This is an optimization exercise on Yosys and OpenROAD, whose aim is small area and a short achievable clock period, not a production implementation. Power is estimated from default activity; no workload was simulated.

== run 1 ==
==> flow/design.v <==
module yuv422_to_rgb
(
    input       wire        clk     ,
    input       wire        cke     ,
    input       wire        yuv_hs  ,
    input       wire        yuv_vs  ,
    input       wire        yuv_de  ,
    input       wire [9 :0] yuv_y   ,
    input       wire [9 :0] yuv_c   ,
    output      wire        rgb_hs  ,
    output      wire        rgb_vs  ,
    output      wire        rgb_de  ,
    output      wire [23:0] rgb_dat
);
wire [7:0] y8 = yuv_y[9:2];
wire [7:0] c8 = yuv_c[9:2];
wire [7:0] y_cl = (y8[7:4] == 4'd0) ? 8'd16 : (y8 > 8'd235) ? 8'd235 : y8;
wire [7:0] c_cl = (c8[7:4] == 4'd0) ? 8'd16 : (c8[7:4] == 4'd15) ? 8'd239 : c8;
reg        cr;
reg  [7:0] y1, c1, s2_y, cbuf, s3_y, p_u, p_v;
reg [12:0] p_25u;      
reg  [6:0] t_l;  reg t_c;  reg [8:0] t_h;
reg  [9:0] p_l;  reg p_c;  reg [7:0] p_h;
reg  [5:0] m_l;  reg m_c;  reg [6:0] m_h;
reg  [7:0] s3_u;
reg  [9:0] r_h, g_h, b4_h;
reg  [2:0] r_c;  reg [3:0] g_c;  reg [1:0] b4_c;
reg  [7:0] s6_r, s6_g, s6_b;
reg  [2:0] sy1, sy2, sy3, sy4, sy5, sy6;
wire [15:0] tyh;
assign tyh[0] = 16'h0000 >> s3_y[7:4];
assign tyh[1] = 16'h0000 >> s3_y[7:4];
assign tyh[2] = 16'h0000 >> s3_y[7:4];
assign tyh[3] = 16'h0000 >> s3_y[7:4];
assign tyh[4] = 16'haaaa >> s3_y[7:4];
assign tyh[5] = 16'hcccc >> s3_y[7:4];
assign tyh[6] = 16'h5a5a >> s3_y[7:4];
assign tyh[7] = 16'h936c >> s3_y[7:4];
assign tyh[8] = 16'hb6da >> s3_y[7:4];
assign tyh[9] = 16'hdb6c >> s3_y[7:4];
assign tyh[10] = 16'h1c70 >> s3_y[7:4];
assign tyh[11] = 16'hb52a >> s3_y[7:4];
assign tyh[12] = 16'h264c >> s3_y[7:4];
assign tyh[13] = 16'h3870 >> s3_y[7:4];
assign tyh[14] = 16'h3f80 >> s3_y[7:4];
assign tyh[15] = 16'hc000 >> s3_y[7:4];
wire [11:0] tyl;
assign tyl[0] = 16'haaaa >> s3_y[3:0];
assign tyl[1] = 16'hcccc >> s3_y[3:0];
assign tyl[2] = 16'h5a5a >> s3_y[3:0];
assign tyl[3] = 16'h936c >> s3_y[3:0];
assign tyl[4] = 16'hb6da >> s3_y[3:0];
assign tyl[5] = 16'hdb6c >> s3_y[3:0];
assign tyl[6] = 16'h1c70 >> s3_y[3:0];
assign tyl[7] = 16'hb52a >> s3_y[3:0];
assign tyl[8] = 16'h264c >> s3_y[3:0];
assign tyl[9] = 16'h3870 >> s3_y[3:0];
assign tyl[10] = 16'h3f80 >> s3_y[3:0];
assign tyl[11] = 16'hc000 >> s3_y[3:0];
wire [17:0] tph;
assign tph[0] = 16'h0000 >> p_v[7:4];
assign tph[1] = 16'h0000 >> p_v[7:4];
assign tph[2] = 16'h0000 >> p_v[7:4];
assign tph[3] = 16'h0000 >> p_v[7:4];
assign tph[4] = 16'h2aaa >> p_v[7:4];
assign tph[5] = 16'h4ccc >> p_v[7:4];
assign tph[6] = 16'h0f0f >> p_v[7:4];
assign tph[7] = 16'h0ff0 >> p_v[7:4];
assign tph[8] = 16'h5aaa >> p_v[7:4];
assign tph[9] = 16'h3999 >> p_v[7:4];
assign tph[10] = 16'h52d2 >> p_v[7:4];
assign tph[11] = 16'h631c >> p_v[7:4];
assign tph[12] = 16'h294a >> p_v[7:4];
assign tph[13] = 16'h18c6 >> p_v[7:4];
assign tph[14] = 16'h2d6b >> p_v[7:4];
assign tph[15] = 16'h318c >> p_v[7:4];
assign tph[16] = 16'h41f0 >> p_v[7:4];
assign tph[17] = 16'h7e00 >> p_v[7:4];
wire [13:0] tpl;
assign tpl[0] = 16'haaaa >> p_v[3:0];
assign tpl[1] = 16'hcccc >> p_v[3:0];
assign tpl[2] = 16'hf0f0 >> p_v[3:0];
assign tpl[3] = 16'hff00 >> p_v[3:0];
assign tpl[4] = 16'haaaa >> p_v[3:0];
assign tpl[5] = 16'h6666 >> p_v[3:0];
assign tpl[6] = 16'hb4b4 >> p_v[3:0];
assign tpl[7] = 16'hc738 >> p_v[3:0];
assign tpl[8] = 16'had6a >> p_v[3:0];
assign tpl[9] = 16'h9ce6 >> p_v[3:0];
assign tpl[10] = 16'hd6b4 >> p_v[3:0];
assign tpl[11] = 16'he738 >> p_v[3:0];
assign tpl[12] = 16'h07c0 >> p_v[3:0];
assign tpl[13] = 16'hf800 >> p_v[3:0];
wire [7:0]  t_lo = tyh[6:0] + tyl[6:0];
wire [8:0]  t_hi = tyh[15:7] + tyl[11:7];
wire [10:0] p_lo = tph[9:0] + tpl[9:0];
wire [7:0]  p_hi = tph[17:10] + tpl[13:10];
wire [12:0] u25  = {cbuf, 4'b0000} + {cbuf, 3'b000} + cbuf;
wire [6:0]  m_lo = p_v[5:0] + p_25u[5:0];
wire [6:0]  m_hi = p_v[7:6] + p_25u[12:6];
wire [11:0] r_lo = {t_l, 2'b00} + p_l + {p_c, t_c, 9'd0};
wire [9:0]  r_hi = t_h + {p_h, 1'b0};
wire [13:0] g_lo = {t_l, 3'b000} + {4'b0000, ~p_l} + {~m_l, 4'b0000} + {t_c, 10'd0} + {~p_c, 10'd0} + {~m_c, 10'd0} + 14'd2129;
wire [9:0]  ga = {1'b0, t_h};
wire [9:0]  gb = {2'b00, ~p_h};
wire [9:0]  gm = {3'b000, ~m_h};
wire [9:0]  gs1 = ga ^ gb ^ gm;
wire [9:0]  gc1 = {(ga[8:0] & gb[8:0]) | (ga[8:0] & gm[8:0]) | (gb[8:0] & gm[8:0]), 1'b0};
wire [9:0]  gk = 10'd20;
wire [9:0]  gs2 = gs1 ^ gc1 ^ gk;
wire [9:0]  gc2 = {(gs1[8:0] & gc1[8:0]) | (gs1[8:0] & gk[8:0]) | (gc1[8:0] & gk[8:0]), 1'b0};
wire [9:0]  g_hi = gs2 + gc2;
wire [8:0]  b4_lo = t_l + {1'b0, s3_u[7:2]} + {s3_u[5:0], 1'b0} + {t_c, 7'd0} + 7'd16;
wire [9:0]  b4_hi = t_h + {s3_u, 1'b0} + s3_u[7:6] - 10'd21;
function [7:0] sat;
    input [9:0] z;
    sat = z[9] ? 8'd255 : (z[8] ? z[7:0] : 8'd0);
endfunction
always @(posedge clk) begin
    if (cke) begin
        y1   <= y_cl;
        c1   <= c_cl;
        s2_y <= y1;
        cr   <= sy1[0] & ~cr;
        if (sy1[0] & ~cr) cbuf <= c1;
        if (sy1[0] &  cr) begin
            p_u   <= cbuf;
            p_v   <= c1;
            p_25u <= u25;
        end
        s3_y <= s2_y;
        t_l <= t_lo[6:0];  t_c <= t_lo[7];   t_h <= t_hi;
        p_l <= p_lo[9:0];  p_c <= p_lo[10];  p_h <= p_hi;
        m_l <= m_lo[5:0];  m_c <= m_lo[6]; m_h <= m_hi;
        s3_u <= p_u;
        r_h  <= r_hi;   r_c  <= r_lo[11:9];
        g_h  <= g_hi;   g_c  <= g_lo[13:10];
        b4_h <= b4_hi;  b4_c <= b4_lo[8:7];
        s6_r <= sat(r_h + r_c);
        s6_g <= sat(g_h + g_c);
        s6_b <= sat(b4_h + b4_c);
        sy1 <= {yuv_hs, yuv_vs, yuv_de};
        sy2 <= sy1; sy3 <= sy2; sy4 <= sy3; sy5 <= sy4; sy6 <= sy5;
    end
end
assign {rgb_hs, rgb_vs, rgb_de} = sy6;
assign rgb_dat = {s6_r, s6_g, s6_b};
endmodule
export LEC_CHECK = 0
export ABC_AREA = 1
export CAP_MARGIN = 20
export CORE_MARGIN = 2
export CORE_UTILIZATION = 40
export SETUP_SLACK_MARGIN = 1.9
export SLEW_MARGIN = 20
create_clock -name core_clock -period 4.5 [get_ports {clk}]
standard.sh (not shown) runs the stock make flow with config.mk's settings and CLKGATE_MAP_FILE= SYNTH_SCRIPT=/design/flow/synth_recipe.tcl, a recipe that flattens the netlist after the stock synthesis.
==> flow/flow/run.sh <==
#!/bin/bash
# Standard ORFS layout (the standard.sh) with changes that do not touch the design:
#  - ports are buffered with buf_2 instead of the default delay-cell choice
#  - CTS: no dummy load cells, chosen clock buffers and sink cluster size
set -o pipefail
export BUFFER_PORTS_ARGS="-buffer_cell sky130_fd_sc_hd__buf_2"
export CTS_ARGS="-sink_clustering_enable -repair_clock_nets -dont_use_dummy_load -buf_list sky130_fd_sc_hd__clkbuf_8 -sink_clustering_size 16 -sink_clustering_max_diameter 100"
bash standard.sh > standard.log 2>&1
Here is what was changed in the inputs of run 2 compared with run 1.
--- a/flow/design.v
+++ b/flow/design.v
@@ -21,13 +21,13 @@
 reg [12:0] p_25u;      
 reg  [6:0] t_l;  reg t_c;  reg [8:0] t_h;
 reg  [9:0] p_l;  reg p_c;  reg [7:0] p_h;
 reg  [5:0] m_l;  reg m_c;  reg [6:0] m_h;
 reg  [7:0] s3_u;
-reg  [9:0] r_h, g_h, b4_h;
-reg  [2:0] r_c;  reg [3:0] g_c;  reg [1:0] b4_c;
-reg  [7:0] s6_r, s6_g, s6_b;
+reg  [9:0] g_h, b4_h;
+reg  [3:0] g_c;  reg [1:0] b4_c;
+reg  [7:0] s5_r, s6_r, s6_g, s6_b;
 reg  [2:0] sy1, sy2, sy3, sy4, sy5, sy6;
 wire [15:0] tyh;
 assign tyh[0] = 16'h0000 >> s3_y[7:4];
 assign tyh[1] = 16'h0000 >> s3_y[7:4];
 assign tyh[2] = 16'h0000 >> s3_y[7:4];
@@ -96,12 +96,11 @@
 wire [10:0] p_lo = tph[9:0] + tpl[9:0];
 wire [7:0]  p_hi = tph[17:10] + tpl[13:10];
 wire [12:0] u25  = {cbuf, 4'b0000} + {cbuf, 3'b000} + cbuf;
 wire [6:0]  m_lo = p_v[5:0] + p_25u[5:0];
 wire [6:0]  m_hi = p_v[7:6] + p_25u[12:6];
-wire [11:0] r_lo = {t_l, 2'b00} + p_l + {p_c, t_c, 9'd0};
-wire [9:0]  r_hi = t_h + {p_h, 1'b0};
+wire [19:0] r_sum = {1'b0, t_h, t_l, 2'b00} + {1'b0, p_h, p_l} + {t_c, 9'd0} + {p_c, 10'd0};
 wire [13:0] g_lo = {t_l, 3'b000} + {4'b0000, ~p_l} + {~m_l, 4'b0000} + {t_c, 10'd0} + {~p_c, 10'd0} + {~m_c, 10'd0} + 14'd2129;
 wire [9:0]  ga = {1'b0, t_h};
 wire [9:0]  gb = {2'b00, ~p_h};
 wire [9:0]  gm = {3'b000, ~m_h};
 wire [9:0]  gs1 = ga ^ gb ^ gm;
@@ -131,14 +130,14 @@
         s3_y <= s2_y;
         t_l <= t_lo[6:0];  t_c <= t_lo[7];   t_h <= t_hi;
         p_l <= p_lo[9:0];  p_c <= p_lo[10];  p_h <= p_hi;
         m_l <= m_lo[5:0];  m_c <= m_lo[6]; m_h <= m_hi;
         s3_u <= p_u;
-        r_h  <= r_hi;   r_c  <= r_lo[11:9];
+        s5_r <= sat(r_sum[18:9]);
         g_h  <= g_hi;   g_c  <= g_lo[13:10];
         b4_h <= b4_hi;  b4_c <= b4_lo[8:7];
-        s6_r <= sat(r_h + r_c);
+        s6_r <= s5_r;
         s6_g <= sat(g_h + g_c);
         s6_b <= sat(b4_h + b4_c);
         sy1 <= {yuv_hs, yuv_vs, yuv_de};
         sy2 <= sy1; sy3 <= sy2; sy4 <= sy3; sy5 <= sy4; sy6 <= sy5;
     end
## What came out
Run 2 went all the way through the flow, and no timing, DRC or antenna check failed.
Going from run 1 to run 2, number of buffer and inverter stages on the critical path went up by 2, total power draw saw an increase, reported leakage power went up 2.2%.
Taking run 1 as the reference, in run 2 fmax dropped 10 MHz, hold slack shows no meaningful change, first-pass GRT wire length increased 2100 um, design area went up.
Register-to-register slack for run 2: 0.07 ns down relative to run 1
In the tables for run 2 and run 1, via count reads higher with run 2.
Between run 2 and run 1, portion of the clock cycle consumed by the worst path in the final layout is higher for run 2, run 1 comes in under that.
Setup slack: run 2 less than run 1
Between run 1 and run 2, the maximum root-to-sink buffer count figures differ only marginally.
Function was not checked in any run of this note: the RTL went through the layout flow alone.

[afterwards: timing with drivers on the ports]
Ports are ideal in the flow. The routed layouts listed here were re-timed in OpenROAD. Step 1, drivers: a clkbuf_16 drives clk and a buf_2 each remaining input, both assumed. Step 2, shift: input delay + t, output delay - t, t = (earliest + latest rising clock arrival at the registers) / 2. This alone moves slack from input paths to output paths. Three values: no drivers, after step 1, after step 2; two values: the first two.
run	t, ns	slack for setup (ns)	latest minus earliest clock arrival (ns)
run 1	0.542	1.959 / 1.959 / 1.959	0.012 / 0.012
run 2	0.549	1.891 / 1.891 / 1.891	0.043 / 0.043
After both steps every run listed still meets setup and hold.
